What follows belongs to an exercise in optimizing a design on an open flow for small area and a short achievable clock period; a production flow would make more cautious choices. No run shown here included a check of the RTL's function; only the layout flow was run. Power and IR drop assume default switching activity.

==> flow/design.v (outline; a module is shown in full before it is edited, if it fits) <==
// module FIR: 2636 lines
// module fa3: 4 lines
// module ha2: 4 lines
module FIR #
(
    parameter inbit = 11,
    parameter outbit = 23,
    parameter n=32
)
(
    input rst,
    input clk,
    input wire signed [inbit-1:0] infix,
    output reg signed [outbit-1:0] outfix
);
  // ...
==> flow/run.sh <==
#!/bin/bash
# synth_recipe.tcl (not shown) runs the flow's synth.tcl, then flattens the netlist and writes it again
# the make line also repeats each setting of config.mk as NAME=value (left out here)
make -C /OpenROAD-flow-scripts/flow DESIGN_CONFIG=/design/flow/config.mk WORK_HOME=/design/flow/orfs CLKGATE_MAP_FILE= SYNTH_SCRIPT=/design/flow/synth_recipe.tcl finish
==> flow/config.mk <==
export PLATFORM = sky130hd
export DESIGN_NAME = FIR
export DESIGN_NICKNAME = FIR
export VERILOG_FILES = /design/flow/design.v
export SDC_FILE = /design/flow/constraint.sdc
export NUM_CORES = 4
export LEC_CHECK = 0
export CAP_MARGIN = 20
export CORE_MARGIN = 2
export CORE_UTILIZATION = 40
export SLEW_MARGIN = 20
export SYNTH_HIERARCHICAL = 1
==> flow/constraint.sdc <==
create_clock -name core_clock -period 4.2 [get_ports {clk}]
set_input_delay 0.8400 -clock core_clock [delete_from_list [all_inputs] [get_ports {clk}]]
set_output_delay 0.8400 -clock core_clock [all_outputs]
set_load 0.01 [all_outputs]
==> metrics.log, run 1 <==
[metrics] run status: finished clean
[metrics] # hold bufs at CTS: 0
[metrics] non-clock buffer contribution to total cell area: ~1.4%
[metrics] total of plain and repair buffers excluding clock buffers: 43
[metrics] standard-cell rows: just over 100
[metrics] portion of total power attributed to sequential cells: 41.9%
[metrics] ant diodes: 0
[metrics] post-route total power: ~16 mW
[metrics] Placed Instances: about 3.4k
[metrics] PnR worst setup slack: 1310 ps
[metrics] P&R area growth vs syn: 12.7%
[metrics] power in the clock group: around 6.6 mW
[metrics] remaining antenna violation count: 0
[metrics] Die Height: around 280 um
[metrics] setup violators final: 0
[metrics] top library cells by usage in the layout, fill and taps aside: 664 x dfxtp_1, 533 x fa_1, 228 x nor2b_1, 197 x inv_1, 145 x nor2_1
[metrics] final non-filler cell area: 34900 um2
[metrics] Final Max Slew Viols: 0
[metrics] data arrival time at the worst-slack endpoint: 3380 ps
[metrics] fraction of standard cell area that is sequential: 38.1%
[metrics] DRC Markers: 0
[metrics] number of enable flip-flop cells after synthesis: 0
[metrics] fraction of the mapped netlist area in adder cells: between 30% and 40%
[metrics] wire length on met1: about 21000 um
[metrics] multi-input combinational cell count: 1432
[metrics] CP max FO: 7
[metrics] post-detailed-route via-to-cell ratio: roughly 4.4
[metrics] Worst Hold Path EP: U17[8]$_SDFF_PP1_
[metrics] top cell type's share of synthesized area: between 40 and 50%
[metrics] final wirelength: slightly below 50000 um
[metrics] endpoint kind of the worst setup timing path: flop
[metrics] met2 capacity usage during global routing: between 20% and 30%
[metrics] wire length on met2: ~25000 um
[metrics] category of the worst setup path launch point: flop
[metrics] most congested layer reported by global routing: met2
[metrics] Inserted Clock Buffers: 72
[metrics] proportion of synthesized area in mux cells: 0%
[metrics] most common library cell in the layout ignoring fill and taps: dfxtp_1
[metrics] Async S/R FF share, synth: 0%
[metrics] Reg area: approximately 13000 um2
[metrics] share of total power consumed by net switching: 25.8%
[metrics] first-iteration detailed-routing DRC count: 490
[metrics] Final Critical Period: between 2000 and 3000 ps
==> inputs of run 2 (changes only) <==
--- a/flow/config.mk
+++ b/flow/config.mk
@@ -9,4 +9,5 @@
 export CORE_MARGIN = 2
 export CORE_UTILIZATION = 40
+export SETUP_SLACK_MARGIN = 1.9
 export SLEW_MARGIN = 20
 export SYNTH_HIERARCHICAL = 1
==> run 2 against run 1 <==
  * Sequential power about the same
  * Worst hold slack about the same
  * Synthesized area unchanged
  * First-iteration DRC count up 1.2%
  * Combinational power up 13%
  * Register-to-register slack better by 350 ps
  * Maximum frequency up 14%
  * Non-clock buffer count up 59
  * Sequential cell count unchanged
  * Core utilization up 1.6 points
  * Critical endpoint is now A4_7_0$_SDFF_PP1_
  * Largest cell class unchanged
  * Largest power group unchanged
  * Highest routed layer unchanged
==> metrics.log, run 2 <==
[metrics] run status: finished clean (unchanged)
[metrics] Fmax achieved: 393 MHz (was 346 MHz)
[metrics] remaining antenna violation count: 0 (unchanged)
[metrics] wire length on met1: 21700 um (was 20900 um)
[metrics] minimum setup slack after placement: 1010 ps (was 957 ps)
[metrics] Syn Inst Count: 2374 (unchanged)
[metrics] average routed wire per standard cell: 14.3 um (was 14.0 um)
[metrics] Worst Hold Path EP: U17[2]$_SDFF_PP1_ (was U17[8]$_SDFF_PP1_)
[metrics] Hold/Removal Path Class: flop to flop (unchanged)
[metrics] Die Height: 282 um (unchanged)
[metrics] via count of the first global-routing pass: 17.9k (was 17.7k)
[metrics] 1st-pass router iterations: 4 (was 5)
[metrics] hold-critical path depth: 1 (unchanged)
[metrics] starting density of the core: 40.2% (unchanged)
[metrics] total length of routed met3 wires: 1240 um (was 1650 um)
[metrics] Main synth FF type: dfxtp_1 (unchanged)
[metrics] share of the cycle needed by the critical path after routing: 60.5% (was 68.8%)
[metrics] area of the mapped netlist: 31000 um2 (unchanged)
[metrics] Inserted Clock Buffers: 71 (was 72)
[metrics] Clk pwr share: 38.6% (was 40.2%)
[metrics] share of total power consumed by net switching: 26.7% (was 25.8%)
[metrics] combinational power share: 20.1% (was 17.9%)
[metrics] flip-flop count of the largest register, all copies and words added: 20 (unchanged)
[metrics] pin count of the biggest net entering global routing: 123 (was 128)
[metrics] first-pass GRT wire length: 88500 um (was 85700 um)
[metrics] leading post-synthesis cells by instance count: 664 x dfxtp_1, 533 x fa_1, 228 x nor2b_1 (unchanged)
[metrics] Reg2Reg Capture Point: A4_7_0$_SDFF_PP1_ (was A5_7_0$_SDFF_PP1_)
[metrics] portion of total power attributed to sequential cells: 41.3% (was 41.9%)
[metrics] library cell used as clock root buffer: clkbuf_16 (unchanged)
[metrics] Leak: 14.1 nW (was 13.9 nW)
[metrics] post-detailed-route via-to-cell ratio: 4.38 (was 4.36)
[metrics] setup violators final: 0 (unchanged)
[metrics] CP max FO: 2 (was 7)
[metrics] routability congestion estimate: 0.807 (was 0.792)
[metrics] P&R area growth vs syn: 16.6% (was 12.7%)
[metrics] clock tree from TritonCTS: yes (unchanged)
[metrics] leading post-synthesis cells by cell area: dfxtp_1 43%, fa_1 34%, nor2b_1 4.6% (unchanged)
[metrics] number of distinct standard cells referenced by the synthesized netlist: 41 (unchanged)
[metrics] CTS max path bufs: 3 (unchanged)
[metrics] first-iteration detailed-routing DRC count: 496 (was 490)
[metrics] register area share after synthesis: 42.9% (unchanged)
[metrics] data arrival time at the worst-slack endpoint: 3040 ps (was 3380 ps)
[metrics] Total Neg Setup Slack: 0 ps (unchanged)
[metrics] top library cells by usage in the layout, fill and taps aside: 587 x dfxtp_1, 431 x fa_1, 224 x nor2b_1, 168 x inv_1, 142 x nor2_1 (was 664 x dfxtp_1, 533 x fa_1, 228 x nor2b_1, 197 x inv_1, 145 x nor2_1)
[metrics] grt total ovfl: 0 (unchanged)
[metrics] number of H-tree levels: 3 (unchanged)
[metrics] top routing layer in use: met4 (unchanged)
[metrics] Async S/R FF share, synth: 0% (unchanged)
[metrics] floorplan die width: 282 um (unchanged)
[metrics] post-route total power: 16.5 mW (was 16.3 mW)
[metrics] Final Critical Period: 2540 ps (was 2890 ps)
[metrics] wire length on met2: 26600 um (was 25500 um)
[metrics] launching instance or port of the critical path: U8[4]$_SDFF_PP0_ (was U8[2]$_SDFF_PP0_)
[metrics] clock latency of the later-clocked register in the worst-skew pair: 610 ps (about the same)
[metrics] Pwr Density: 456 nW/um2 (was 467 nW/um2)
[metrics] count of final hold-check violations: 0 (unchanged)
[metrics] Net Switching: 4.39 mW (was 4.20 mW)
[metrics] Avg Synthesized Cell Area: 13.0 um2 (unchanged)
[metrics] CTS clk-pin slew, worst paths: 60 ps (about the same)
[metrics] most common library cell in the layout ignoring fill and taps: dfxtp_1 (unchanged)
[metrics] Total Die Area: 79700 um2 (unchanged)
[metrics] Overall Global Routing Usage: 14.0% (was 13.6%)
[metrics] final design utilization: 46.9% (was 45.3%)
[metrics] endpoint kind of the worst setup timing path: flop (unchanged)
[metrics] largest clock skew in the final design: 26.2 ps (was 17.9 ps)
[metrics] maximum ir drop on the vdd rail: 0.000263 V (about the same)
[metrics] Reg with most FFs: outfix (unchanged)
[metrics] Hold Startpoint: U16[2]$_SDFF_PP0_ (was U16[8]$_SDFF_PP0_)
[metrics] standard-cell rows: 102 (unchanged)
[metrics] flop and latch count out of synthesis: 664 (unchanged)
[metrics] required time worst endpoint: 4700 ps (was 4690 ps)
[metrics] minimum hold slack: 374 ps (about the same)
[metrics] max capacitance violation total: 0 (unchanged)
[metrics] worst slew slack as a fraction of its limit: 45.3% (was 48.1%)
[metrics] Filler Cells Inserted: 6868 (was 6982)
[metrics] Final Max Slew Viols: 0 (unchanged)
[metrics] cell taking the most area after synthesis: dfxtp_1 (unchanged)
[metrics] Crit Path Category: flop to flop (unchanged)
[metrics] Port-buffer cells: 35 (unchanged)
[metrics] initial antenna violation count: 0 (unchanged)
[metrics] YS warnings: 7 (unchanged)
[metrics] via count of the routed design: 15.6k (was 15.3k)
[metrics] R2R depth: 5 (unchanged)
[metrics] DRC Markers: 0 (unchanged)
[metrics] most common cell in the synthesized netlist: dfxtp_1 (unchanged)
[metrics] clock sink count: 664 (unchanged)
[metrics] # IOs: 36 (unchanged)
[metrics] actual slew at the worst max-slew pin: 821 ps (was 778 ps)
[metrics] fraction of layout instances using a drive strength above 1: 20.7% (was 8.93%)
[metrics] cell internal pwr: 12.1 mW (about the same)
[metrics] # hold bufs at CTS: 0 (unchanged)
[metrics] core region area: 77100 um2 (unchanged)
[metrics] final wirelength: 50800 um (was 49200 um)
[metrics] category of the worst setup path launch point: flop (unchanged)
[metrics] RSZ-0062 raised after global routing: yes (was no)
[metrics] top cell type's share of synthesized area: 42.9% (unchanged)
[metrics] net count after synthesis: 3018 (unchanged)
[metrics] detailed-placement wirelength estimate: 36900 um (was 36700 um)
[metrics] PnR worst setup slack: 1660 ps (was 1310 ps)
[metrics] number of enable flip-flop cells after synthesis: 0 (unchanged)
[metrics] Reg2Reg Launch Point: U8[4]$_SDFF_PP0_ (was U8[2]$_SDFF_PP0_)
[metrics] slack of the worst reg-to-reg path: 1660 ps (was 1310 ps)
[metrics] number of nets in the layout: 3113 (was 3055)
[metrics] ant diodes: 0 (unchanged)
## run 2: worst max-delay path by stage
stage | cells after the start | to | slack, ps
after detailed placement | 6 | A0_7_0$_SDFF_PP0_ | 1010
final | 5 | A4_7_0$_SDFF_PP1_ | 1660
after floorplan | 5 | A0_7_0$_SDFF_PP0_ | 1580
after global routing | 5 | A4_7_0$_SDFF_PP1_ | 1600
after CTS | 5 | A4_7_0$_SDFF_PP1_ | 1610
after global placement | 6 | A0_7_0$_SDFF_PP0_ | 1010
## run 2: cell type report
class / instances / area (um2) / share of cell area, %
inverter: 198 / 782 / 2.16
sequential: 664 / 13500 / 37.3
multi-input combinational: 1432 / 17200 / 47.6
clock inverter: 15 / 186 / 0.516
tap: 1040 / 1300 / 3.60
clock buffer: 109 / 2210 / 6.11
timing repair buffer: 102 / 998 / 2.76
## run 2: logic make-up (layout without fill, tap and decap cells)
family,after synthesis,count (layout),share of synthesized area [%]
fa+ha+maj,631,631,38.4
xor+xnor,24,24,0.679
compound gates,68,68,1.60
simple gates,709,709,13.0
flops,664,664,42.9
buf+inv,278,424,3.43
## run 2: layer usage
layer  up-vias  global-route usage (%)
li1       7343                       -
met1      8004                    17.1
met2       142                    25.5
met3        91                    2.37
met4         0                    3.89
met5         -                       0
## run 2: metrics by stage
stage	instances	area, um2
after floorplan	2374	31100
after global placement	3378	32600
after detailed placement	3378	32600
after CTS	3543	35600
after global routing	3560	36100
final	3560	36100
## run 2: repair_timing
action	in CTS	in global routing
gates resized for setup	159	128
setup endpoints to repair	123	114
setup buffers	41	17
pin swaps	59	60
## run 2: critical path, cell delays in order (launching register included)
cell and delay [ps]:
dfxtp_4 350, fa_2 400, fa_1 490, fa_2 550
fa_2 420, or2_4 220
## run 2: per-module statistics from Yosys, one instance, submodules excluded
module | cell area (um2) | cells inside | times used | flops+latches
FIR | 19700 | 1791 | 1 | 664
fa3 | 20.0 | 1 | 531 | 0
ha2 | 12.5 | 1 | 52 | 0
## run 2: power by group through the flow
stage | registers, mW | logic (mW) | clock network [mW]
after floorplan | 6.97 | 2.21 | 0
after global placement | 6.97 | 2.89 | 0
after detailed placement | 6.98 | 2.97 | 0
after CTS | 6.82 | 3.05 | 6.57
after global routing | 6.85 | 3.76 | 6.83
final | 6.81 | 3.31 | 6.36

[separate check: timing with driven ports]
The results above use ideal ports. As a check the final layouts listed here were re-extracted and re-timed, cells and wires unchanged.
Step 1, drivers: a clkbuf_16 drives clk and a buf_2 each remaining input, both assumed.
Step 2 times the ports against the registers' clock, not the clock port: input delays grow and output delays shrink by t, the midpoint of the rising clock arrivals with the driver on.
Slacks: no drivers / after step 1 / after step 2; pairs: no drivers / after step 1.
| run | shift t [ns] | slack for setup (ns) | hold slack, ns | worst setup path at the end | worst data-port slew with drivers (ns) |
|---|---|---|---|---|---|
| run 1 | 0.653 | 1.310 / 1.310 / 0.945 | 0.374 / 0.374 / 0.374 | input to register | 0.05 |
| run 2 | 0.655 | 1.658 / 1.658 / 1.140 | 0.374 / 0.374 / 0.374 | input to register | 0.05 |
After both steps setup and hold are still met in every run listed. The setup slack of run 2, which loses most, moves by 0.000 ns with the drivers and by -0.518 ns with both steps.
